Context: an optimization exercise on an open-source flow, tuned for small area and a short achievable clock period. The choices shown serve that exercise and are no tape-out recipe. Only the layout flow was run in this run; the RTL was not checked for function there. Power is estimated from default activity; no workload was simulated.

==> flow/design.v <==
module PE (
    input  wire               clk,
    input  wire               rst,
    input  wire               en,
    input  wire               mode_residual,
    input  wire signed [15:0] input_data,
    input  wire signed [15:0] weight_data,
    input  wire signed [15:0] residual_data,
    output reg  signed [15:0] output_data,
    output wire               input_sparse,
    output wire               weight_sparse,
    output wire               computation_skipped,
    output reg         [15:0] sparse_count,
    output reg         [15:0] total_count
);
    assign input_sparse  = (input_data[15:4] == 12'h000) |
                           ((input_data[15:4] == 12'hfff) & (input_data[3:0] != 4'h0));
    assign weight_sparse = (weight_data[15:4] == 12'h000) |
                           ((weight_data[15:4] == 12'hfff) & (weight_data[3:0] != 4'h0));
    assign computation_skipped = input_sparse | weight_sparse;
    wire mac = en & ~computation_skipped;
    reg  [15:0] acc_s;
    reg  [15:0] acc_c;
    reg         acc_x;
    wire [15:0] an = ~input_data;
    wire [15:0] bn = ~weight_data;
    wire pp_0_0;
    nr2 u_pp0_0 (.a(an[0]), .b(bn[0]), .y(pp_0_0));
    wire pp_0_1;
    nr2 u_pp0_1 (.a(an[0]), .b(bn[1]), .y(pp_0_1));
    wire pp_0_2;
    nr2 u_pp0_2 (.a(an[0]), .b(bn[2]), .y(pp_0_2));
    wire pp_0_3;
    nr2 u_pp0_3 (.a(an[0]), .b(bn[3]), .y(pp_0_3));
    wire pp_0_4;
    nr2 u_pp0_4 (.a(an[0]), .b(bn[4]), .y(pp_0_4));
    wire pp_0_5;
    nr2 u_pp0_5 (.a(an[0]), .b(bn[5]), .y(pp_0_5));
    wire pp_0_6;
    nr2 u_pp0_6 (.a(an[0]), .b(bn[6]), .y(pp_0_6));
    wire pp_0_7;
    nr2 u_pp0_7 (.a(an[0]), .b(bn[7]), .y(pp_0_7));
    wire pp_0_8;
    nr2 u_pp0_8 (.a(an[0]), .b(bn[8]), .y(pp_0_8));
    wire pp_0_9;
    nr2 u_pp0_9 (.a(an[0]), .b(bn[9]), .y(pp_0_9));
    wire pp_0_10;
    nr2 u_pp0_10 (.a(an[0]), .b(bn[10]), .y(pp_0_10));
    wire pp_0_11;
    nr2 u_pp0_11 (.a(an[0]), .b(bn[11]), .y(pp_0_11));
    wire pp_0_12;
    nr2 u_pp0_12 (.a(an[0]), .b(bn[12]), .y(pp_0_12));
    wire pp_0_13;
    nr2 u_pp0_13 (.a(an[0]), .b(bn[13]), .y(pp_0_13));
    wire pp_0_14;
    nr2 u_pp0_14 (.a(an[0]), .b(bn[14]), .y(pp_0_14));
    wire pp_0_15;
    nr2 u_pp0_15 (.a(an[0]), .b(bn[15]), .y(pp_0_15));
    wire pp_1_0;
    nr2 u_pp1_0 (.a(an[1]), .b(bn[0]), .y(pp_1_0));
    wire pp_1_1;
    nr2 u_pp1_1 (.a(an[1]), .b(bn[1]), .y(pp_1_1));
    wire pp_1_2;
    nr2 u_pp1_2 (.a(an[1]), .b(bn[2]), .y(pp_1_2));
    wire pp_1_3;
    nr2 u_pp1_3 (.a(an[1]), .b(bn[3]), .y(pp_1_3));
    wire pp_1_4;
    nr2 u_pp1_4 (.a(an[1]), .b(bn[4]), .y(pp_1_4));
    wire pp_1_5;
    nr2 u_pp1_5 (.a(an[1]), .b(bn[5]), .y(pp_1_5));
    wire pp_1_6;
    nr2 u_pp1_6 (.a(an[1]), .b(bn[6]), .y(pp_1_6));
    wire pp_1_7;
    nr2 u_pp1_7 (.a(an[1]), .b(bn[7]), .y(pp_1_7));
    wire pp_1_8;
    nr2 u_pp1_8 (.a(an[1]), .b(bn[8]), .y(pp_1_8));
    wire pp_1_9;
    nr2 u_pp1_9 (.a(an[1]), .b(bn[9]), .y(pp_1_9));
    wire pp_1_10;
    nr2 u_pp1_10 (.a(an[1]), .b(bn[10]), .y(pp_1_10));
    wire pp_1_11;
    nr2 u_pp1_11 (.a(an[1]), .b(bn[11]), .y(pp_1_11));
    wire pp_1_12;
    nr2 u_pp1_12 (.a(an[1]), .b(bn[12]), .y(pp_1_12));
    wire pp_1_13;
    nr2 u_pp1_13 (.a(an[1]), .b(bn[13]), .y(pp_1_13));
    wire pp_1_14;
    nr2 u_pp1_14 (.a(an[1]), .b(bn[14]), .y(pp_1_14));
    wire pp_2_0;
    nr2 u_pp2_0 (.a(an[2]), .b(bn[0]), .y(pp_2_0));
    wire pp_2_1;
    nr2 u_pp2_1 (.a(an[2]), .b(bn[1]), .y(pp_2_1));
    wire pp_2_2;
    nr2 u_pp2_2 (.a(an[2]), .b(bn[2]), .y(pp_2_2));
    wire pp_2_3;
    nr2 u_pp2_3 (.a(an[2]), .b(bn[3]), .y(pp_2_3));
    wire pp_2_4;
    nr2 u_pp2_4 (.a(an[2]), .b(bn[4]), .y(pp_2_4));
    wire pp_2_5;
    nr2 u_pp2_5 (.a(an[2]), .b(bn[5]), .y(pp_2_5));
    wire pp_2_6;
    nr2 u_pp2_6 (.a(an[2]), .b(bn[6]), .y(pp_2_6));
    wire pp_2_7;
    nr2 u_pp2_7 (.a(an[2]), .b(bn[7]), .y(pp_2_7));
    wire pp_2_8;
    nr2 u_pp2_8 (.a(an[2]), .b(bn[8]), .y(pp_2_8));
    wire pp_2_9;
    nr2 u_pp2_9 (.a(an[2]), .b(bn[9]), .y(pp_2_9));
    wire pp_2_10;
    nr2 u_pp2_10 (.a(an[2]), .b(bn[10]), .y(pp_2_10));
    wire pp_2_11;
    nr2 u_pp2_11 (.a(an[2]), .b(bn[11]), .y(pp_2_11));
    wire pp_2_12;
    nr2 u_pp2_12 (.a(an[2]), .b(bn[12]), .y(pp_2_12));
    wire pp_2_13;
    nr2 u_pp2_13 (.a(an[2]), .b(bn[13]), .y(pp_2_13));
    wire pp_3_0;
    nr2 u_pp3_0 (.a(an[3]), .b(bn[0]), .y(pp_3_0));
    wire pp_3_1;
    nr2 u_pp3_1 (.a(an[3]), .b(bn[1]), .y(pp_3_1));
    wire pp_3_2;
    nr2 u_pp3_2 (.a(an[3]), .b(bn[2]), .y(pp_3_2));
    wire pp_3_3;
    nr2 u_pp3_3 (.a(an[3]), .b(bn[3]), .y(pp_3_3));
    wire pp_3_4;
    nr2 u_pp3_4 (.a(an[3]), .b(bn[4]), .y(pp_3_4));
    wire pp_3_5;
    nr2 u_pp3_5 (.a(an[3]), .b(bn[5]), .y(pp_3_5));
    wire pp_3_6;
    nr2 u_pp3_6 (.a(an[3]), .b(bn[6]), .y(pp_3_6));
    wire pp_3_7;
    nr2 u_pp3_7 (.a(an[3]), .b(bn[7]), .y(pp_3_7));
    wire pp_3_8;
    nr2 u_pp3_8 (.a(an[3]), .b(bn[8]), .y(pp_3_8));
    wire pp_3_9;
    nr2 u_pp3_9 (.a(an[3]), .b(bn[9]), .y(pp_3_9));
    wire pp_3_10;
    nr2 u_pp3_10 (.a(an[3]), .b(bn[10]), .y(pp_3_10));
    wire pp_3_11;
    nr2 u_pp3_11 (.a(an[3]), .b(bn[11]), .y(pp_3_11));
    wire pp_3_12;
    nr2 u_pp3_12 (.a(an[3]), .b(bn[12]), .y(pp_3_12));
    wire pp_4_0;
    nr2 u_pp4_0 (.a(an[4]), .b(bn[0]), .y(pp_4_0));
    wire pp_4_1;
    nr2 u_pp4_1 (.a(an[4]), .b(bn[1]), .y(pp_4_1));
    wire pp_4_2;
    nr2 u_pp4_2 (.a(an[4]), .b(bn[2]), .y(pp_4_2));
    wire pp_4_3;
    nr2 u_pp4_3 (.a(an[4]), .b(bn[3]), .y(pp_4_3));
    wire pp_4_4;
    nr2 u_pp4_4 (.a(an[4]), .b(bn[4]), .y(pp_4_4));
    wire pp_4_5;
    nr2 u_pp4_5 (.a(an[4]), .b(bn[5]), .y(pp_4_5));
    wire pp_4_6;
    nr2 u_pp4_6 (.a(an[4]), .b(bn[6]), .y(pp_4_6));
    wire pp_4_7;
    nr2 u_pp4_7 (.a(an[4]), .b(bn[7]), .y(pp_4_7));
    wire pp_4_8;
    nr2 u_pp4_8 (.a(an[4]), .b(bn[8]), .y(pp_4_8));
    wire pp_4_9;
    nr2 u_pp4_9 (.a(an[4]), .b(bn[9]), .y(pp_4_9));
    wire pp_4_10;
    nr2 u_pp4_10 (.a(an[4]), .b(bn[10]), .y(pp_4_10));
    wire pp_4_11;
    nr2 u_pp4_11 (.a(an[4]), .b(bn[11]), .y(pp_4_11));
    wire pp_5_0;
    nr2 u_pp5_0 (.a(an[5]), .b(bn[0]), .y(pp_5_0));
    wire pp_5_1;
    nr2 u_pp5_1 (.a(an[5]), .b(bn[1]), .y(pp_5_1));
    wire pp_5_2;
    nr2 u_pp5_2 (.a(an[5]), .b(bn[2]), .y(pp_5_2));
    wire pp_5_3;
    nr2 u_pp5_3 (.a(an[5]), .b(bn[3]), .y(pp_5_3));
    wire pp_5_4;
    nr2 u_pp5_4 (.a(an[5]), .b(bn[4]), .y(pp_5_4));
    wire pp_5_5;
    nr2 u_pp5_5 (.a(an[5]), .b(bn[5]), .y(pp_5_5));
    wire pp_5_6;
    nr2 u_pp5_6 (.a(an[5]), .b(bn[6]), .y(pp_5_6));
    wire pp_5_7;
    nr2 u_pp5_7 (.a(an[5]), .b(bn[7]), .y(pp_5_7));
    wire pp_5_8;
    nr2 u_pp5_8 (.a(an[5]), .b(bn[8]), .y(pp_5_8));
    wire pp_5_9;
    nr2 u_pp5_9 (.a(an[5]), .b(bn[9]), .y(pp_5_9));
    wire pp_5_10;
    nr2 u_pp5_10 (.a(an[5]), .b(bn[10]), .y(pp_5_10));
    wire pp_6_0;
    nr2 u_pp6_0 (.a(an[6]), .b(bn[0]), .y(pp_6_0));
    wire pp_6_1;
    nr2 u_pp6_1 (.a(an[6]), .b(bn[1]), .y(pp_6_1));
    wire pp_6_2;
    nr2 u_pp6_2 (.a(an[6]), .b(bn[2]), .y(pp_6_2));
    wire pp_6_3;
    nr2 u_pp6_3 (.a(an[6]), .b(bn[3]), .y(pp_6_3));
    wire pp_6_4;
    nr2 u_pp6_4 (.a(an[6]), .b(bn[4]), .y(pp_6_4));
    wire pp_6_5;
    nr2 u_pp6_5 (.a(an[6]), .b(bn[5]), .y(pp_6_5));
    wire pp_6_6;
    nr2 u_pp6_6 (.a(an[6]), .b(bn[6]), .y(pp_6_6));
    wire pp_6_7;
    nr2 u_pp6_7 (.a(an[6]), .b(bn[7]), .y(pp_6_7));
    wire pp_6_8;
    nr2 u_pp6_8 (.a(an[6]), .b(bn[8]), .y(pp_6_8));
    wire pp_6_9;
    nr2 u_pp6_9 (.a(an[6]), .b(bn[9]), .y(pp_6_9));
    wire pp_7_0;
    nr2 u_pp7_0 (.a(an[7]), .b(bn[0]), .y(pp_7_0));
    wire pp_7_1;
    nr2 u_pp7_1 (.a(an[7]), .b(bn[1]), .y(pp_7_1));
    wire pp_7_2;
    nr2 u_pp7_2 (.a(an[7]), .b(bn[2]), .y(pp_7_2));
    wire pp_7_3;
    nr2 u_pp7_3 (.a(an[7]), .b(bn[3]), .y(pp_7_3));
    wire pp_7_4;
    nr2 u_pp7_4 (.a(an[7]), .b(bn[4]), .y(pp_7_4));
    wire pp_7_5;
    nr2 u_pp7_5 (.a(an[7]), .b(bn[5]), .y(pp_7_5));
    wire pp_7_6;
    nr2 u_pp7_6 (.a(an[7]), .b(bn[6]), .y(pp_7_6));
    wire pp_7_7;
    nr2 u_pp7_7 (.a(an[7]), .b(bn[7]), .y(pp_7_7));
    wire pp_7_8;
    nr2 u_pp7_8 (.a(an[7]), .b(bn[8]), .y(pp_7_8));
    wire pp_8_0;
    nr2 u_pp8_0 (.a(an[8]), .b(bn[0]), .y(pp_8_0));
    wire pp_8_1;
    nr2 u_pp8_1 (.a(an[8]), .b(bn[1]), .y(pp_8_1));
    wire pp_8_2;
    nr2 u_pp8_2 (.a(an[8]), .b(bn[2]), .y(pp_8_2));
    wire pp_8_3;
    nr2 u_pp8_3 (.a(an[8]), .b(bn[3]), .y(pp_8_3));
    wire pp_8_4;
    nr2 u_pp8_4 (.a(an[8]), .b(bn[4]), .y(pp_8_4));
    wire pp_8_5;
    nr2 u_pp8_5 (.a(an[8]), .b(bn[5]), .y(pp_8_5));
    wire pp_8_6;
    nr2 u_pp8_6 (.a(an[8]), .b(bn[6]), .y(pp_8_6));
    wire pp_8_7;
    nr2 u_pp8_7 (.a(an[8]), .b(bn[7]), .y(pp_8_7));
    wire pp_9_0;
    nr2 u_pp9_0 (.a(an[9]), .b(bn[0]), .y(pp_9_0));
    wire pp_9_1;
    nr2 u_pp9_1 (.a(an[9]), .b(bn[1]), .y(pp_9_1));
    wire pp_9_2;
    nr2 u_pp9_2 (.a(an[9]), .b(bn[2]), .y(pp_9_2));
    wire pp_9_3;
    nr2 u_pp9_3 (.a(an[9]), .b(bn[3]), .y(pp_9_3));
    wire pp_9_4;
    nr2 u_pp9_4 (.a(an[9]), .b(bn[4]), .y(pp_9_4));
    wire pp_9_5;
    nr2 u_pp9_5 (.a(an[9]), .b(bn[5]), .y(pp_9_5));
    wire pp_9_6;
    nr2 u_pp9_6 (.a(an[9]), .b(bn[6]), .y(pp_9_6));
    wire pp_10_0;
    nr2 u_pp10_0 (.a(an[10]), .b(bn[0]), .y(pp_10_0));
    wire pp_10_1;
    nr2 u_pp10_1 (.a(an[10]), .b(bn[1]), .y(pp_10_1));
    wire pp_10_2;
    nr2 u_pp10_2 (.a(an[10]), .b(bn[2]), .y(pp_10_2));
    wire pp_10_3;
    nr2 u_pp10_3 (.a(an[10]), .b(bn[3]), .y(pp_10_3));
    wire pp_10_4;
    nr2 u_pp10_4 (.a(an[10]), .b(bn[4]), .y(pp_10_4));
    wire pp_10_5;
    nr2 u_pp10_5 (.a(an[10]), .b(bn[5]), .y(pp_10_5));
    wire pp_11_0;
    nr2 u_pp11_0 (.a(an[11]), .b(bn[0]), .y(pp_11_0));
    wire pp_11_1;
    nr2 u_pp11_1 (.a(an[11]), .b(bn[1]), .y(pp_11_1));
    wire pp_11_2;
    nr2 u_pp11_2 (.a(an[11]), .b(bn[2]), .y(pp_11_2));
    wire pp_11_3;
    nr2 u_pp11_3 (.a(an[11]), .b(bn[3]), .y(pp_11_3));
    wire pp_11_4;
    nr2 u_pp11_4 (.a(an[11]), .b(bn[4]), .y(pp_11_4));
    wire pp_12_0;
    nr2 u_pp12_0 (.a(an[12]), .b(bn[0]), .y(pp_12_0));
    wire pp_12_1;
    nr2 u_pp12_1 (.a(an[12]), .b(bn[1]), .y(pp_12_1));
    wire pp_12_2;
    nr2 u_pp12_2 (.a(an[12]), .b(bn[2]), .y(pp_12_2));
    wire pp_12_3;
    nr2 u_pp12_3 (.a(an[12]), .b(bn[3]), .y(pp_12_3));
    wire pp_13_0;
    nr2 u_pp13_0 (.a(an[13]), .b(bn[0]), .y(pp_13_0));
    wire pp_13_1;
    nr2 u_pp13_1 (.a(an[13]), .b(bn[1]), .y(pp_13_1));
    wire pp_13_2;
    nr2 u_pp13_2 (.a(an[13]), .b(bn[2]), .y(pp_13_2));
    wire pp_14_0;
    nr2 u_pp14_0 (.a(an[14]), .b(bn[0]), .y(pp_14_0));
    wire pp_14_1;
    nr2 u_pp14_1 (.a(an[14]), .b(bn[1]), .y(pp_14_1));
    wire pp_15_0;
    nr2 u_pp15_0 (.a(an[15]), .b(bn[0]), .y(pp_15_0));
    wire hs0, hc0;
    ha u_ha0 (.a(acc_c[11]), .b(acc_s[11]), .s(hs0), .co(hc0));
    wire fs0, fc0;
    fa u_fa0 (.a(acc_c[12]), .b(acc_s[12]), .c(pp_0_12), .s(fs0), .co(fc0));
    wire hs1, hc1;
    ha u_ha1 (.a(pp_10_2), .b(pp_11_1), .s(hs1), .co(hc1));
    wire fs1, fc1;
    fa u_fa1 (.a(acc_c[13]), .b(acc_s[13]), .c(pp_0_13), .s(fs1), .co(fc1));
    wire fs2, fc2;
    fa u_fa2 (.a(pp_10_3), .b(pp_11_2), .c(pp_12_1), .s(fs2), .co(fc2));
    wire hs2, hc2;
    ha u_ha2 (.a(pp_13_0), .b(pp_1_12), .s(hs2), .co(hc2));
    wire fs3, fc3;
    fa u_fa3 (.a(acc_c[14]), .b(acc_s[14]), .c(pp_0_14), .s(fs3), .co(fc3));
    wire fs4, fc4;
    fa u_fa4 (.a(pp_10_4), .b(pp_11_3), .c(pp_12_2), .s(fs4), .co(fc4));
    wire fs5, fc5;
    fa u_fa5 (.a(pp_13_1), .b(pp_14_0), .c(pp_1_13), .s(fs5), .co(fc5));
    wire hs3, hc3;
    ha u_ha3 (.a(pp_2_12), .b(pp_3_11), .s(hs3), .co(hc3));
    wire hs4, hc4;
    ha u_ha4 (.a(acc_c[6]), .b(acc_s[6]), .s(hs4), .co(hc4));
    wire fs6, fc6;
    fa u_fa6 (.a(acc_c[7]), .b(acc_s[7]), .c(pp_0_7), .s(fs6), .co(fc6));
    wire fs7, fc7;
    fa u_fa7 (.a(acc_c[8]), .b(acc_s[8]), .c(pp_0_8), .s(fs7), .co(fc7));
    wire hs5, hc5;
    ha u_ha5 (.a(pp_1_7), .b(pp_2_6), .s(hs5), .co(hc5));
    wire fs8, fc8;
    fa u_fa8 (.a(acc_c[9]), .b(acc_s[9]), .c(pp_0_9), .s(fs8), .co(fc8));
    wire fs9, fc9;
    fa u_fa9 (.a(pp_1_8), .b(pp_2_7), .c(pp_3_6), .s(fs9), .co(fc9));
    wire hs6, hc6;
    ha u_ha6 (.a(pp_4_5), .b(pp_5_4), .s(hs6), .co(hc6));
    wire fs10, fc10;
    fa u_fa10 (.a(acc_c[10]), .b(acc_s[10]), .c(pp_0_10), .s(fs10), .co(fc10));
    wire fs11, fc11;
    fa u_fa11 (.a(pp_10_0), .b(pp_1_9), .c(pp_2_8), .s(fs11), .co(fc11));
    wire fs12, fc12;
    fa u_fa12 (.a(pp_3_7), .b(pp_4_6), .c(pp_5_5), .s(fs12), .co(fc12));
    wire hs7, hc7;
    ha u_ha7 (.a(pp_6_4), .b(pp_7_3), .s(hs7), .co(hc7));
    wire fs13, fc13;
    fa u_fa13 (.a(hs0), .b(pp_0_11), .c(pp_10_1), .s(fs13), .co(fc13));
    wire fs14, fc14;
    fa u_fa14 (.a(pp_11_0), .b(pp_1_10), .c(pp_2_9), .s(fs14), .co(fc14));
    wire fs15, fc15;
    fa u_fa15 (.a(pp_3_8), .b(pp_4_7), .c(pp_5_6), .s(fs15), .co(fc15));
    wire fs16, fc16;
    fa u_fa16 (.a(pp_6_5), .b(pp_7_4), .c(pp_8_3), .s(fs16), .co(fc16));
    wire fs17, fc17;
    fa u_fa17 (.a(hc0), .b(pp_12_0), .c(pp_1_11), .s(fs17), .co(fc17));
    wire fs18, fc18;
    fa u_fa18 (.a(pp_2_10), .b(pp_3_9), .c(pp_4_8), .s(fs18), .co(fc18));
    wire fs19, fc19;
    fa u_fa19 (.a(pp_5_7), .b(pp_6_6), .c(pp_7_5), .s(fs19), .co(fc19));
    wire fs20, fc20;
    fa u_fa20 (.a(pp_8_4), .b(pp_9_3), .c(hs1), .s(fs20), .co(fc20));
    wire fs21, fc21;
    fa u_fa21 (.a(pp_2_11), .b(pp_3_10), .c(pp_4_9), .s(fs21), .co(fc21));
    wire fs22, fc22;
    fa u_fa22 (.a(pp_5_8), .b(pp_6_7), .c(pp_7_6), .s(fs22), .co(fc22));
    wire fs23, fc23;
    fa u_fa23 (.a(pp_8_5), .b(pp_9_4), .c(hc1), .s(fs23), .co(fc23));
    wire fs24, fc24;
    fa u_fa24 (.a(hs2), .b(fc0), .c(fs1), .s(fs24), .co(fc24));
    wire fs25, fc25;
    fa u_fa25 (.a(pp_4_10), .b(pp_5_9), .c(pp_6_8), .s(fs25), .co(fc25));
    wire fs26, fc26;
    fa u_fa26 (.a(pp_7_7), .b(pp_8_6), .c(pp_9_5), .s(fs26), .co(fc26));
    wire fs27, fc27;
    fa u_fa27 (.a(hc2), .b(hs3), .c(fc1), .s(fs27), .co(fc27));
    wire fs28, fc28;
    fa u_fa28 (.a(fc2), .b(fs3), .c(fs4), .s(fs28), .co(fc28));
    wire hs8, hc8;
    ha u_ha8 (.a(acc_s[5]), .b(pp_0_5), .s(hs8), .co(hc8));
    wire fs29, fc29;
    fa u_fa29 (.a(acc_x), .b(hs4), .c(pp_0_6), .s(fs29), .co(fc29));
    wire fs30, fc30;
    fa u_fa30 (.a(pp_1_5), .b(pp_2_4), .c(pp_3_3), .s(fs30), .co(fc30));
    wire fs31, fc31;
    fa u_fa31 (.a(hc4), .b(pp_1_6), .c(pp_2_5), .s(fs31), .co(fc31));
    wire fs32, fc32;
    fa u_fa32 (.a(pp_3_4), .b(pp_4_3), .c(pp_5_2), .s(fs32), .co(fc32));
    wire hs9, hc9;
    ha u_ha9 (.a(pp_6_1), .b(pp_7_0), .s(hs9), .co(hc9));
    wire fs33, fc33;
    fa u_fa33 (.a(pp_3_5), .b(pp_4_4), .c(pp_5_3), .s(fs33), .co(fc33));
    wire fs34, fc34;
    fa u_fa34 (.a(pp_6_2), .b(pp_7_1), .c(pp_8_0), .s(fs34), .co(fc34));
    wire fs35, fc35;
    fa u_fa35 (.a(hs5), .b(fc6), .c(fs7), .s(fs35), .co(fc35));
    wire fs36, fc36;
    fa u_fa36 (.a(pp_6_3), .b(pp_7_2), .c(pp_8_1), .s(fs36), .co(fc36));
    wire fs37, fc37;
    fa u_fa37 (.a(pp_9_0), .b(hc5), .c(hs6), .s(fs37), .co(fc37));
    wire fs38, fc38;
    fa u_fa38 (.a(fc7), .b(fs8), .c(fs9), .s(fs38), .co(fc38));
    wire fs39, fc39;
    fa u_fa39 (.a(pp_8_2), .b(pp_9_1), .c(hc6), .s(fs39), .co(fc39));
    wire fs40, fc40;
    fa u_fa40 (.a(hs7), .b(fc8), .c(fc9), .s(fs40), .co(fc40));
    wire fs41, fc41;
    fa u_fa41 (.a(fs10), .b(fs11), .c(fs12), .s(fs41), .co(fc41));
    wire fs42, fc42;
    fa u_fa42 (.a(pp_9_2), .b(hc7), .c(fc10), .s(fs42), .co(fc42));
    wire fs43, fc43;
    fa u_fa43 (.a(fc11), .b(fc12), .c(fs13), .s(fs43), .co(fc43));
    wire fs44, fc44;
    fa u_fa44 (.a(fs14), .b(fs15), .c(fs16), .s(fs44), .co(fc44));
    wire fs45, fc45;
    fa u_fa45 (.a(fc13), .b(fc14), .c(fc15), .s(fs45), .co(fc45));
    wire fs46, fc46;
    fa u_fa46 (.a(fc16), .b(fs0), .c(fs17), .s(fs46), .co(fc46));
    wire fs47, fc47;
    fa u_fa47 (.a(fs18), .b(fs19), .c(fs20), .s(fs47), .co(fc47));
    wire fs48, fc48;
    fa u_fa48 (.a(fc17), .b(fc18), .c(fc19), .s(fs48), .co(fc48));
    wire fs49, fc49;
    fa u_fa49 (.a(fs2), .b(fs21), .c(fs22), .s(fs49), .co(fc49));
    wire fs50, fc50;
    fa u_fa50 (.a(fc20), .b(fs23), .c(fs24), .s(fs50), .co(fc50));
    wire fs51, fc51;
    fa u_fa51 (.a(fc21), .b(fc22), .c(fs25), .s(fs51), .co(fc51));
    wire fs52, fc52;
    fa u_fa52 (.a(fs26), .b(fs5), .c(fc23), .s(fs52), .co(fc52));
    wire fs53, fc53;
    fa u_fa53 (.a(fc24), .b(fs27), .c(fs28), .s(fs53), .co(fc53));
    wire hs10, hc10;
    ha u_ha10 (.a(acc_s[3]), .b(pp_0_3), .s(hs10), .co(hc10));
    wire fs54, fc54;
    fa u_fa54 (.a(acc_s[4]), .b(pp_0_4), .c(pp_1_3), .s(fs54), .co(fc54));
    wire hs11, hc11;
    ha u_ha11 (.a(pp_2_2), .b(pp_3_1), .s(hs11), .co(hc11));
    wire fs55, fc55;
    fa u_fa55 (.a(pp_1_4), .b(pp_2_3), .c(pp_3_2), .s(fs55), .co(fc55));
    wire fs56, fc56;
    fa u_fa56 (.a(pp_4_1), .b(pp_5_0), .c(hs8), .s(fs56), .co(fc56));
    wire fs57, fc57;
    fa u_fa57 (.a(pp_4_2), .b(pp_5_1), .c(pp_6_0), .s(fs57), .co(fc57));
    wire fs58, fc58;
    fa u_fa58 (.a(hc8), .b(fs29), .c(fs30), .s(fs58), .co(fc58));
    wire fs59, fc59;
    fa u_fa59 (.a(hs9), .b(fc29), .c(fc30), .s(fs59), .co(fc59));
    wire fs60, fc60;
    fa u_fa60 (.a(fs31), .b(fs32), .c(fs6), .s(fs60), .co(fc60));
    wire fs61, fc61;
    fa u_fa61 (.a(hc9), .b(fc31), .c(fc32), .s(fs61), .co(fc61));
    wire fs62, fc62;
    fa u_fa62 (.a(fs33), .b(fs34), .c(fs35), .s(fs62), .co(fc62));
    wire fs63, fc63;
    fa u_fa63 (.a(fc33), .b(fc34), .c(fs36), .s(fs63), .co(fc63));
    wire fs64, fc64;
    fa u_fa64 (.a(fs37), .b(fc35), .c(fs38), .s(fs64), .co(fc64));
    wire fs65, fc65;
    fa u_fa65 (.a(fc36), .b(fc37), .c(fs39), .s(fs65), .co(fc65));
    wire fs66, fc66;
    fa u_fa66 (.a(fc38), .b(fs40), .c(fs41), .s(fs66), .co(fc66));
    wire fs67, fc67;
    fa u_fa67 (.a(fc39), .b(fc40), .c(fc41), .s(fs67), .co(fc67));
    wire fs68, fc68;
    fa u_fa68 (.a(fs42), .b(fs43), .c(fs44), .s(fs68), .co(fc68));
    wire fs69, fc69;
    fa u_fa69 (.a(fc42), .b(fc43), .c(fc44), .s(fs69), .co(fc69));
    wire fs70, fc70;
    fa u_fa70 (.a(fs45), .b(fs46), .c(fs47), .s(fs70), .co(fc70));
    wire fs71, fc71;
    fa u_fa71 (.a(fc45), .b(fc46), .c(fs48), .s(fs71), .co(fc71));
    wire fs72, fc72;
    fa u_fa72 (.a(fs49), .b(fc47), .c(fs50), .s(fs72), .co(fc72));
    wire fs73, fc73;
    fa u_fa73 (.a(fc48), .b(fc49), .c(fs51), .s(fs73), .co(fc73));
    wire fs74, fc74;
    fa u_fa74 (.a(fs52), .b(fc50), .c(fs53), .s(fs74), .co(fc74));
    wire hs12, hc12;
    ha u_ha12 (.a(acc_s[2]), .b(pp_0_2), .s(hs12), .co(hc12));
    wire fs75, fc75;
    fa u_fa75 (.a(pp_1_2), .b(pp_2_1), .c(pp_3_0), .s(fs75), .co(fc75));
    wire fs76, fc76;
    fa u_fa76 (.a(pp_4_0), .b(hc10), .c(hs11), .s(fs76), .co(fc76));
    wire fs77, fc77;
    fa u_fa77 (.a(hc11), .b(fc54), .c(fs55), .s(fs77), .co(fc77));
    wire fs78, fc78;
    fa u_fa78 (.a(fc55), .b(fs57), .c(fc56), .s(fs78), .co(fc78));
    wire fs79, fc79;
    fa u_fa79 (.a(fc57), .b(fc58), .c(fs59), .s(fs79), .co(fc79));
    wire fs80, fc80;
    fa u_fa80 (.a(fc59), .b(fc60), .c(fs61), .s(fs80), .co(fc80));
    wire fs81, fc81;
    fa u_fa81 (.a(fc61), .b(fs63), .c(fc62), .s(fs81), .co(fc81));
    wire fs82, fc82;
    fa u_fa82 (.a(fc63), .b(fs65), .c(fc64), .s(fs82), .co(fc82));
    wire fs83, fc83;
    fa u_fa83 (.a(fc65), .b(fc66), .c(fs67), .s(fs83), .co(fc83));
    wire fs84, fc84;
    fa u_fa84 (.a(fc67), .b(fc68), .c(fs69), .s(fs84), .co(fc84));
    wire fs85, fc85;
    fa u_fa85 (.a(fc69), .b(fs71), .c(fc70), .s(fs85), .co(fc85));
    wire fs86, fc86;
    fa u_fa86 (.a(fc71), .b(fs73), .c(fc72), .s(fs86), .co(fc86));
    wire hs13, hc13;
    ha u_ha13 (.a(acc_s[1]), .b(pp_0_1), .s(hs13), .co(hc13));
    wire fs87, fc87;
    fa u_fa87 (.a(pp_1_1), .b(pp_2_0), .c(hs12), .s(fs87), .co(fc87));
    wire fs88, fc88;
    fa u_fa88 (.a(hc12), .b(hs10), .c(fs75), .s(fs88), .co(fc88));
    wire fs89, fc89;
    fa u_fa89 (.a(fc75), .b(fs54), .c(fs76), .s(fs89), .co(fc89));
    wire fs90, fc90;
    fa u_fa90 (.a(fc76), .b(fs56), .c(fs77), .s(fs90), .co(fc90));
    wire fs91, fc91;
    fa u_fa91 (.a(fc77), .b(fs58), .c(fs78), .s(fs91), .co(fc91));
    wire fs92, fc92;
    fa u_fa92 (.a(fs60), .b(fc78), .c(fs79), .s(fs92), .co(fc92));
    wire fs93, fc93;
    fa u_fa93 (.a(fc79), .b(fs80), .c(fs62), .s(fs93), .co(fc93));
    wire fs94, fc94;
    fa u_fa94 (.a(fc80), .b(fs64), .c(fs81), .s(fs94), .co(fc94));
    wire fs95, fc95;
    fa u_fa95 (.a(fs66), .b(fc81), .c(fs82), .s(fs95), .co(fc95));
    wire fs96, fc96;
    fa u_fa96 (.a(fs68), .b(fc82), .c(fs83), .s(fs96), .co(fc96));
    wire fs97, fc97;
    fa u_fa97 (.a(fs70), .b(fc83), .c(fs84), .s(fs97), .co(fc97));
    wire fs98, fc98;
    fa u_fa98 (.a(fc84), .b(fs72), .c(fs85), .s(fs98), .co(fc98));
    wire fs99, fc99;
    fa u_fa99 (.a(fs74), .b(fc85), .c(fs86), .s(fs99), .co(fc99));
    wire xs0;
    xo2 u_xo0 (.a(acc_c[15]), .b(acc_s[15]), .y(xs0));
    wire xs1;
    xo2 u_xo1 (.a(xs0), .b(pp_0_15), .y(xs1));
    wire xs2;
    xo2 u_xo2 (.a(pp_10_5), .b(pp_11_4), .y(xs2));
    wire xs3;
    xo2 u_xo3 (.a(pp_12_3), .b(pp_13_2), .y(xs3));
    wire xs4;
    xo2 u_xo4 (.a(pp_14_1), .b(pp_15_0), .y(xs4));
    wire xs5;
    xo2 u_xo5 (.a(pp_1_14), .b(pp_2_13), .y(xs5));
    wire xs6;
    xo2 u_xo6 (.a(pp_3_12), .b(pp_4_11), .y(xs6));
    wire xs7;
    xo2 u_xo7 (.a(pp_5_10), .b(pp_6_9), .y(xs7));
    wire xs8;
    xo2 u_xo8 (.a(pp_7_8), .b(pp_8_7), .y(xs8));
    wire xs9;
    xo2 u_xo9 (.a(pp_9_6), .b(xs1), .y(xs9));
    wire xs10;
    xo2 u_xo10 (.a(xs2), .b(xs3), .y(xs10));
    wire xs11;
    xo2 u_xo11 (.a(xs4), .b(xs5), .y(xs11));
    wire xs12;
    xo2 u_xo12 (.a(xs6), .b(xs7), .y(xs12));
    wire xs13;
    xo2 u_xo13 (.a(xs8), .b(hc3), .y(xs13));
    wire xs14;
    xo2 u_xo14 (.a(fc25), .b(fc26), .y(xs14));
    wire xs15;
    xo2 u_xo15 (.a(fc3), .b(fc4), .y(xs15));
    wire xs16;
    xo2 u_xo16 (.a(fc5), .b(xs10), .y(xs16));
    wire xs17;
    xo2 u_xo17 (.a(xs11), .b(xs12), .y(xs17));
    wire xs18;
    xo2 u_xo18 (.a(xs9), .b(xs13), .y(xs18));
    wire xs19;
    xo2 u_xo19 (.a(xs14), .b(xs15), .y(xs19));
    wire xs20;
    xo2 u_xo20 (.a(xs16), .b(xs17), .y(xs20));
    wire xs21;
    xo2 u_xo21 (.a(xs18), .b(fc27), .y(xs21));
    wire xs22;
    xo2 u_xo22 (.a(xs19), .b(xs20), .y(xs22));
    wire xs23;
    xo2 u_xo23 (.a(fc28), .b(fc51), .y(xs23));
    wire xs24;
    xo2 u_xo24 (.a(xs21), .b(xs22), .y(xs24));
    wire xs25;
    xo2 u_xo25 (.a(fc52), .b(xs23), .y(xs25));
    wire xs26;
    xo2 u_xo26 (.a(xs24), .b(xs25), .y(xs26));
    wire xs27;
    xo2 u_xo27 (.a(fc53), .b(fc73), .y(xs27));
    wire xs28;
    xo2 u_xo28 (.a(xs26), .b(xs27), .y(xs28));
    wire xs29;
    xo2 u_xo29 (.a(xs28), .b(fc74), .y(xs29));
    wire xs30;
    xo2 u_xo30 (.a(xs29), .b(fc86), .y(xs30));
    wire hs14, hc14;
    ha u_ha14 (.a(acc_s[0]), .b(pp_0_0), .s(hs14), .co(hc14));
    wire fs100, fc100;
    fa u_fa100 (.a(pp_1_0), .b(hc14), .c(hs13), .s(fs100), .co(fc100));
    wire fs101, fc101;
    fa u_fa101 (.a(hc13), .b(fc100), .c(fs87), .s(fs101), .co(fc101));
    wire fs102, fc102;
    fa u_fa102 (.a(fc87), .b(fs88), .c(fc101), .s(fs102), .co(fc102));
    wire fs103, fc103;
    fa u_fa103 (.a(fc88), .b(fs89), .c(fc102), .s(fs103), .co(fc103));
    wire fs104, fc104;
    fa u_fa104 (.a(fc89), .b(fs90), .c(fc103), .s(fs104), .co(fc104));
    wire [15:0] row0 = {xs30, fc98, fc97, fc96, fc95, fc94, fc93, fc92, fc91, fc90, fs104, fs103, fs102, fs101, fs100, hs14};
    wire [15:0] row1 = {fc99, fs99, fs98, fs97, fs96, fs95, fs94, fs93, fs92, fs91, 1'b0, 1'b0, 1'b0, 1'b0, 1'b0, 1'b0};
    wire        rowx = fc104;    
    wire [15:0] res_g = residual_data & {16{mode_residual}};
    wire hs15, hc15;
    ha u_ha15 (.a(acc_c[6]), .b(acc_s[6]), .s(hs15), .co(hc15));
    wire hs16, hc16;
    ha u_ha16 (.a(acc_c[7]), .b(acc_s[7]), .s(hs16), .co(hc16));
    wire hs17, hc17;
    ha u_ha17 (.a(acc_c[8]), .b(acc_s[8]), .s(hs17), .co(hc17));
    wire hs18, hc18;
    ha u_ha18 (.a(acc_c[9]), .b(acc_s[9]), .s(hs18), .co(hc18));
    wire hs19, hc19;
    ha u_ha19 (.a(acc_c[10]), .b(acc_s[10]), .s(hs19), .co(hc19));
    wire hs20, hc20;
    ha u_ha20 (.a(acc_c[11]), .b(acc_s[11]), .s(hs20), .co(hc20));
    wire hs21, hc21;
    ha u_ha21 (.a(acc_c[12]), .b(acc_s[12]), .s(hs21), .co(hc21));
    wire hs22, hc22;
    ha u_ha22 (.a(acc_c[13]), .b(acc_s[13]), .s(hs22), .co(hc22));
    wire hs23, hc23;
    ha u_ha23 (.a(acc_c[14]), .b(acc_s[14]), .s(hs23), .co(hc23));
    wire hs24, hc24;
    ha u_ha24 (.a(acc_x), .b(hs15), .s(hs24), .co(hc24));
    wire fs105, fc105;
    fa u_fa105 (.a(hc15), .b(hs16), .c(res_g[7]), .s(fs105), .co(fc105));
    wire fs106, fc106;
    fa u_fa106 (.a(hc16), .b(hs17), .c(res_g[8]), .s(fs106), .co(fc106));
    wire fs107, fc107;
    fa u_fa107 (.a(hc17), .b(hs18), .c(res_g[9]), .s(fs107), .co(fc107));
    wire fs108, fc108;
    fa u_fa108 (.a(hc18), .b(hs19), .c(res_g[10]), .s(fs108), .co(fc108));
    wire fs109, fc109;
    fa u_fa109 (.a(hc19), .b(hs20), .c(res_g[11]), .s(fs109), .co(fc109));
    wire fs110, fc110;
    fa u_fa110 (.a(hc20), .b(hs21), .c(res_g[12]), .s(fs110), .co(fc110));
    wire fs111, fc111;
    fa u_fa111 (.a(hc21), .b(hs22), .c(res_g[13]), .s(fs111), .co(fc111));
    wire fs112, fc112;
    fa u_fa112 (.a(hc22), .b(hs23), .c(res_g[14]), .s(fs112), .co(fc112));
    wire xs31;
    xo2 u_xo31 (.a(acc_c[15]), .b(acc_s[15]), .y(xs31));
    wire xs32;
    xo2 u_xo32 (.a(xs31), .b(hc23), .y(xs32));
    wire xs33;
    xo2 u_xo33 (.a(res_g[15]), .b(xs32), .y(xs33));
    wire xs34;
    xo2 u_xo34 (.a(xs33), .b(fc112), .y(xs34));
    wire [15:0] out0 = {xs34, fc111, fc110, fc109, fc108, fc107, fc106, fc105, hc24, res_g[6], acc_s[5], acc_s[4], acc_s[3], acc_s[2], acc_s[1], acc_s[0]};
    wire [15:0] out1 = {1'b0, fs112, fs111, fs110, fs109, fs108, fs107, fs106, fs105, hs24, res_g[5], res_g[4], res_g[3], res_g[2], res_g[1], res_g[0]};
    wire [15:0] out_nx = out0 + out1;
    wire [15:0] acc_s_d, acc_c_d, out_d;
    mx2 u_ms0 (.s(mac), .a1(row0[0]), .a0(acc_s[0]), .y(acc_s_d[0]));
    mx2 u_ms1 (.s(mac), .a1(row0[1]), .a0(acc_s[1]), .y(acc_s_d[1]));
    mx2 u_ms2 (.s(mac), .a1(row0[2]), .a0(acc_s[2]), .y(acc_s_d[2]));
    mx2 u_ms3 (.s(mac), .a1(row0[3]), .a0(acc_s[3]), .y(acc_s_d[3]));
    mx2 u_ms4 (.s(mac), .a1(row0[4]), .a0(acc_s[4]), .y(acc_s_d[4]));
    mx2 u_ms5 (.s(mac), .a1(row0[5]), .a0(acc_s[5]), .y(acc_s_d[5]));
    mx2 u_ms6 (.s(mac), .a1(row0[6]), .a0(acc_s[6]), .y(acc_s_d[6]));
    mx2 u_ms7 (.s(mac), .a1(row0[7]), .a0(acc_s[7]), .y(acc_s_d[7]));
    mx2 u_ms8 (.s(mac), .a1(row0[8]), .a0(acc_s[8]), .y(acc_s_d[8]));
    mx2 u_ms9 (.s(mac), .a1(row0[9]), .a0(acc_s[9]), .y(acc_s_d[9]));
    mx2 u_ms10 (.s(mac), .a1(row0[10]), .a0(acc_s[10]), .y(acc_s_d[10]));
    mx2 u_ms11 (.s(mac), .a1(row0[11]), .a0(acc_s[11]), .y(acc_s_d[11]));
    mx2 u_ms12 (.s(mac), .a1(row0[12]), .a0(acc_s[12]), .y(acc_s_d[12]));
    mx2 u_ms13 (.s(mac), .a1(row0[13]), .a0(acc_s[13]), .y(acc_s_d[13]));
    mx2 u_ms14 (.s(mac), .a1(row0[14]), .a0(acc_s[14]), .y(acc_s_d[14]));
    mx2 u_ms15 (.s(mac), .a1(row0[15]), .a0(acc_s[15]), .y(acc_s_d[15]));
    mx2 u_mc6 (.s(mac), .a1(row1[6]), .a0(acc_c[6]), .y(acc_c_d[6]));
    mx2 u_mc7 (.s(mac), .a1(row1[7]), .a0(acc_c[7]), .y(acc_c_d[7]));
    mx2 u_mc8 (.s(mac), .a1(row1[8]), .a0(acc_c[8]), .y(acc_c_d[8]));
    mx2 u_mc9 (.s(mac), .a1(row1[9]), .a0(acc_c[9]), .y(acc_c_d[9]));
    mx2 u_mc10 (.s(mac), .a1(row1[10]), .a0(acc_c[10]), .y(acc_c_d[10]));
    mx2 u_mc11 (.s(mac), .a1(row1[11]), .a0(acc_c[11]), .y(acc_c_d[11]));
    mx2 u_mc12 (.s(mac), .a1(row1[12]), .a0(acc_c[12]), .y(acc_c_d[12]));
    mx2 u_mc13 (.s(mac), .a1(row1[13]), .a0(acc_c[13]), .y(acc_c_d[13]));
    mx2 u_mc14 (.s(mac), .a1(row1[14]), .a0(acc_c[14]), .y(acc_c_d[14]));
    mx2 u_mc15 (.s(mac), .a1(row1[15]), .a0(acc_c[15]), .y(acc_c_d[15]));
    wire acc_x_d;
    mx2 u_mx (.s(mac), .a1(rowx), .a0(acc_x), .y(acc_x_d));
    mx2 u_mo0 (.s(en), .a1(out_nx[0]), .a0(output_data[0]), .y(out_d[0]));
    mx2 u_mo1 (.s(en), .a1(out_nx[1]), .a0(output_data[1]), .y(out_d[1]));
    mx2 u_mo2 (.s(en), .a1(out_nx[2]), .a0(output_data[2]), .y(out_d[2]));
    mx2 u_mo3 (.s(en), .a1(out_nx[3]), .a0(output_data[3]), .y(out_d[3]));
    mx2 u_mo4 (.s(en), .a1(out_nx[4]), .a0(output_data[4]), .y(out_d[4]));
    mx2 u_mo5 (.s(en), .a1(out_nx[5]), .a0(output_data[5]), .y(out_d[5]));
    mx2 u_mo6 (.s(en), .a1(out_nx[6]), .a0(output_data[6]), .y(out_d[6]));
    mx2 u_mo7 (.s(en), .a1(out_nx[7]), .a0(output_data[7]), .y(out_d[7]));
    mx2 u_mo8 (.s(en), .a1(out_nx[8]), .a0(output_data[8]), .y(out_d[8]));
    mx2 u_mo9 (.s(en), .a1(out_nx[9]), .a0(output_data[9]), .y(out_d[9]));
    mx2 u_mo10 (.s(en), .a1(out_nx[10]), .a0(output_data[10]), .y(out_d[10]));
    mx2 u_mo11 (.s(en), .a1(out_nx[11]), .a0(output_data[11]), .y(out_d[11]));
    mx2 u_mo12 (.s(en), .a1(out_nx[12]), .a0(output_data[12]), .y(out_d[12]));
    mx2 u_mo13 (.s(en), .a1(out_nx[13]), .a0(output_data[13]), .y(out_d[13]));
    mx2 u_mo14 (.s(en), .a1(out_nx[14]), .a0(output_data[14]), .y(out_d[14]));
    mx2 u_mo15 (.s(en), .a1(out_nx[15]), .a0(output_data[15]), .y(out_d[15]));
    always @(posedge clk or posedge rst) begin
        if (rst) begin
            acc_s <= 16'd0;
            acc_c <= 16'd0;
            acc_x <= 1'b0;
            output_data <= 16'd0;
            sparse_count <= 16'd0;
            total_count <= 16'd0;
        end else begin
            total_count  <= total_count + {15'd0, en};
            sparse_count <= sparse_count + {15'd0, en & computation_skipped};
            acc_s <= acc_s_d;
            acc_c[6] <= acc_c_d[6];
            acc_c[7] <= acc_c_d[7];
            acc_c[8] <= acc_c_d[8];
            acc_c[9] <= acc_c_d[9];
            acc_c[10] <= acc_c_d[10];
            acc_c[11] <= acc_c_d[11];
            acc_c[12] <= acc_c_d[12];
            acc_c[13] <= acc_c_d[13];
            acc_c[14] <= acc_c_d[14];
            acc_c[15] <= acc_c_d[15];
            acc_x <= acc_x_d;
            output_data <= out_d;
        end
    end
endmodule
module fa (input wire a, input wire b, input wire c, output wire s, output wire co);
    assign s = a ^ b ^ c;
    assign co = (a & b) | (a & c) | (b & c);
endmodule
module ha (input wire a, input wire b, output wire s, output wire co);
    assign s = a ^ b;
    assign co = a & b;
endmodule
module xo2 (input wire a, input wire b, output wire y);
    assign y = a ^ b;
endmodule
module nr2 (input wire a, input wire b, output wire y);
    assign y = ~(a | b);
endmodule
module mx2 (input wire s, input wire a1, input wire a0, output wire y);
    assign y = s ? a1 : a0;
endmodule
==> flow/flow/run.sh <==
#!/bin/bash
# Standard ORFS layout with two changes:
#  - port buffers use the smallest buffer cell (buffer_ports' default pick is clkdlybuf4s50_1);
#  - after synthesis every combinational cell starts at drive strength 1 (flow/downsize.tcl),
#    and timing repair sizes up only what the timing needs.
set -euo pipefail
export BUFFER_PORTS_ARGS="-buffer_cell sky130_fd_sc_hd__buf_1"
export POST_SYNTH_TCL="$(pwd)/flow/downsize.tcl"
bash standard.sh finish > standard_flow.log 2>&1
==> flow/flow/downsize.tcl <==
# Sourced after the synthesized netlist is loaded (POST_SYNTH_TCL): set every
# combinational cell to its smallest (_1) drive strength; the later timing repair
# sizes up the cells that need it. Flip-flops are left as synthesis made them.
set db [ord::get_db]
set n 0
foreach inst [[ord::get_db_block] getInsts] {
  set m [[$inst getMaster] getName]
  if {[regexp {^(sky130_fd_sc_hd__[a-z0-9]+)_([0-9]+)$} $m -> base d]} {
    if {[string match "*__df*" $base] || [string match "*__dl*" $base] || [string match "*__sdf*" $base]} { continue }
    if {$d > 1} {
      set nm [$db findMaster ${base}_1]
      if {$nm ne "NULL" && $nm ne ""} { $inst swapMaster $nm; incr n }
    }
  }
}
puts "downsize.tcl: set $n cells to drive strength 1"
==> flow/standard.sh <==
#!/bin/bash
# synth_recipe.tcl (not shown) runs the flow's synth.tcl, then flattens the netlist and writes it again
# the make line also repeats each setting of config.mk as NAME=value (left out here)
make -C /OpenROAD-flow-scripts/flow DESIGN_CONFIG=/design/flow/config.mk WORK_HOME=/design/flow/orfs CLKGATE_MAP_FILE= SYNTH_SCRIPT=/design/flow/synth_recipe.tcl "${@:-finish}"
==> flow/config.mk <==
export PLATFORM = sky130hd
export DESIGN_NAME = PE
export DESIGN_NICKNAME = PE
export VERILOG_FILES = /design/flow/design.v
export SDC_FILE = /design/flow/constraint.sdc
export NUM_CORES = 4
export LEC_CHECK = 0
export CAP_MARGIN = 20
export CORE_MARGIN = 2
export CORE_UTILIZATION = 40
export PLACE_DENSITY = 0.6
export SETUP_SLACK_MARGIN = 3.3
export SLEW_MARGIN = 20
export SYNTH_HIERARCHICAL = 1
export SYNTH_MINIMUM_KEEP_SIZE = 0
==> flow/constraint.sdc <==
create_clock -name core_clock -period 8.0 [get_ports {clk}]
set_input_delay 1.6000 -clock core_clock [delete_from_list [all_inputs] [get_ports {clk}]]
set_output_delay 1.6000 -clock core_clock [all_outputs]
set_load 0.01 [all_outputs]
==> results.py <==
metrics = {
    "outcome": {
        "status": "complete, no violations",
    },
    "drt": {
        "first_pass_iters": 5,
        "drt_iter0_markers": 260,
        "postRouteWirelength_um": 17400,
        "wl_per_cell_um": 16.5,
        "dr_total_vias": 5433,
        "vias_per_cell": 5.14,
        "drc": 0,
        "ant_nets": 0,
    },
    "floorplan": {
        "dieArea_um2": 19500,
        "start_util": 0.409,
        "fp.dieW_um": 140,
        "rows": 49,
        "die_y_um": 140,
        "core-area_um2": 18000,
        "io_pins": 103,
    },
    "clock_network": {
        "ctsHoldBuffers": 0,
        "cts_tree": "done",
        "numCtsBuffers": 9,
        "cts_sinks": 75,
        "clock_path_buffers": 2,
        "clock_latency_ps": 340,
        "clock-root-buffer": "clkbuf_16",
        "h-tree-depth": 3,
        "path_clk_slew_ps": 60,
    },
    "final_layout": {
        "nFillCells": 1730,
        "insertedDiodeCount": 0,
        "fin_nets": 1032,
        "final_cell_area_um2": 8660,
        "drive_above_1_share": 0.0979,
        "seqCellArea_um2": 1880,
        "multiInputGateArea_um2": 5350,
        "area_growth_syn_to_layout_pct": 17.6,
    },
    "timing": {
        "fmax_ghz": 0.213,
        "finalSetupViolCount": 0,
        "period_share": 0.588,
        "setup_tns_ps": 0,
        "grt_setup_unrepaired": "true",
        "finalCriticalPeriod_ps": 4700,
        "fin_skew_ps": 8.11,
        "tightest_slew_ps": 950,
        "relSlewSlack": 0.367,
        "drv_slew": 0,
        "hold_viol": 0,
    },
    "power_and_ir_drop": {
        "power.switching_w": 0.00151,
        "peakVddDrop_mv": 0.238,
        "comb_power_share": 0.688,
        "p_clk_frac": 0.121,
        "power_density_nw_per_um2": 399,
        "p_leak_nw": 3.99,
        "p_int_w": 0.00194,
        "power_switching_share": 0.438,
        "seqPwrFrac": 0.191,
    },
    "synthesis": {
        "ys_warn_count": 7,
        "synth_cells": 681,
        "syn_area_um2": 7370,
        "synth_area_per_cell_um2": 10.8,
        "syn-num-nets": 891,
    },
    "placed_design": {
        "hpwl_um": 13500,
        "dpl_cell_area_um2": 8060,
        "place_congestion": 0.817,
        "io_buffers": 102,
    },
    "flow_run": {
        "maxCapViolCount": 0,
    },
    "global_routing": {
        "grt_pass1_vias": 5518,
        "grt_overflow": 0,
        "grt_max_degree": 76,
        "antenna_found_initial": 0,
        "grt_pass1_wl_um": 28400,
        "groute.usage.overall": 0.184,
    },
    "worst_setup_path": {
        "worst-path-max-fanout": 3,
        "critical_path_class": "in -> reg",
        "start_kind": "input pin",
        "arrival_ps": 4920,
        "critPathRequiredTime_ps": 8220,
        "r2r_slack_ps": 4420,
        "cp-end-kind": "flop",
    },
    "min_path": {
        "hold_path_class": "reg -> reg",
    },
}
per-stage QoR:
stage | power [W] | util | instances | hold slack, ps | worst slack [ps]
after floorplan | 0.00253 | - | 681 | 489 | 3080
after global placement | 0.00299 | 0.447 | 1011 | 463 | 2710
after detailed placement | 0.00306 | 0.447 | 1011 | 466 | 2630
after CTS | 0.00351 | 0.470 | 1038 | 474 | 3240
after global routing | 0.00393 | 0.481 | 1056 | 496 | 3220
final | 0.00346 | 0.481 | 1056 | 467 | 3300
power groups by stage:
| stage | registers (W) | logic [W] | clock network [W] |
|---|---|---|---|
| after floorplan | 0.000655 | 0.00187 | 0 |
| after global placement | 0.000669 | 0.00232 | 0 |
| after detailed placement | 0.000671 | 0.00239 | 0 |
| after CTS | 0.000665 | 0.00241 | 0.000430 |
| after global routing | 0.000686 | 0.00280 | 0.000448 |
| final | 0.000662 | 0.00238 | 0.000418 |
worst paths after layout:
check                                               start                         to  cells after the start
max in group asynchronous                             rst        acc_c[11]$_DFF_PP0_                      3
worst min register to register  total_count[15]$_DFF_PP0_  total_count[15]$_DFF_PP0_                      1
worst min-delay path            total_count[15]$_DFF_PP0_  total_count[15]$_DFF_PP0_                      1
min in group asynchronous                             rst  sparse_count[6]$_DFF_PP0_                      3
worst max register to register        acc_c[13]$_DFF_PP0_        acc_c[14]$_DFF_PP0_                      7
worst max-delay path                        input_data[0]        acc_c[14]$_DFF_PP0_                     10
sequential cells by signal (all words and copies together) (netlist names):
register and flops:
acc_x 1, acc_s 16, sparse_count 16, acc_c 10, total_count 16, output_data 16
what timing repair did:
item | CTS | global route
resized for setup | 3 | 25
cloned | 0 | 3
endpoints found under the setup margin | 7 | 11
pin swaps | 0 | 3
setup buffers | 11 | 15
cell usage in the layout (no fill, tap or decap), types with 4 or more instances in the layout:
cell,n
a21oi_1,13
a31oi_1,4
and2_1,17
and3_1,7
buf_1,94
buf_4,27
clkbuf_16,9
clkbuf_2,8
clkinvlp_4,13
dfrtp_1,75
fa_1,110
fa_2,4
ha_1,44
inv_1,26
mux2_1,43
nand2_1,22
nand3_1,17
nand4_1,10
nor2_1,143
nor2_2,7
nor3_1,4
nor4_1,10
o21ai_0,6
xnor2_1,26
xor2_1,47
layer usage:
| layer | global-route usage | part of all wire | vias up |
|---|---|---|---|
| li1 | - | - | 2533 |
| met5 | 0 | 0 | - |
| met4 | 0.0511 | 0.021 | 0 |
| met2 | 0.282 | 0.46 | 171 |
| met1 | 0.263 | 0.46 | 2702 |
| met3 | 0.0413 | 0.059 | 27 |
critical path: stages:
cell        delay, ps
clkbuf_2          110
clkinvlp_4        150
nor2_2            130
fa_1              430
fa_1              510
fa_1              430
fa_2              350
fa_1              500
fa_1              400
mux2_1            300
cell type report:
cell class | instances | share of cell area
timing repair inverter | 3 | 0.00173
sequential | 75 | 0.217
multi-input combinational | 562 | 0.618
clock buffer | 11 | 0.0292
timing repair buffer | 131 | 0.0728
tap | 229 | 0.0331
clock inverter | 5 | 0.00679
inverter | 40 | 0.0221

==> afterwards: timing with drivers on the ports <==
The results above use ideal ports. As a check the final layout listed here was re-extracted and re-timed, cells and wires unchanged. Step 1 sets driving cells, clkbuf_16 on the clock port and buf_2 on the other inputs (assumed; they add their load-dependent delay and slew). Step 2 times the ports against the registers' clock, not the clock port: input delays grow and output delays shrink by t, the midpoint of the rising clock arrivals with the driver on. a / b / c = no drivers / after step 1 / after step 2; a / b = the first two.
t (ns): 0.378
slack for setup (ns): 3.299 / 3.316 / 2.938
worst setup path at the end: input to register
worst slew at a driven data input, ns: 0.06
After both steps setup and hold are still met in this run. The setup slack of this run moves by +0.017 ns with the drivers and by -0.361 ns with both steps.
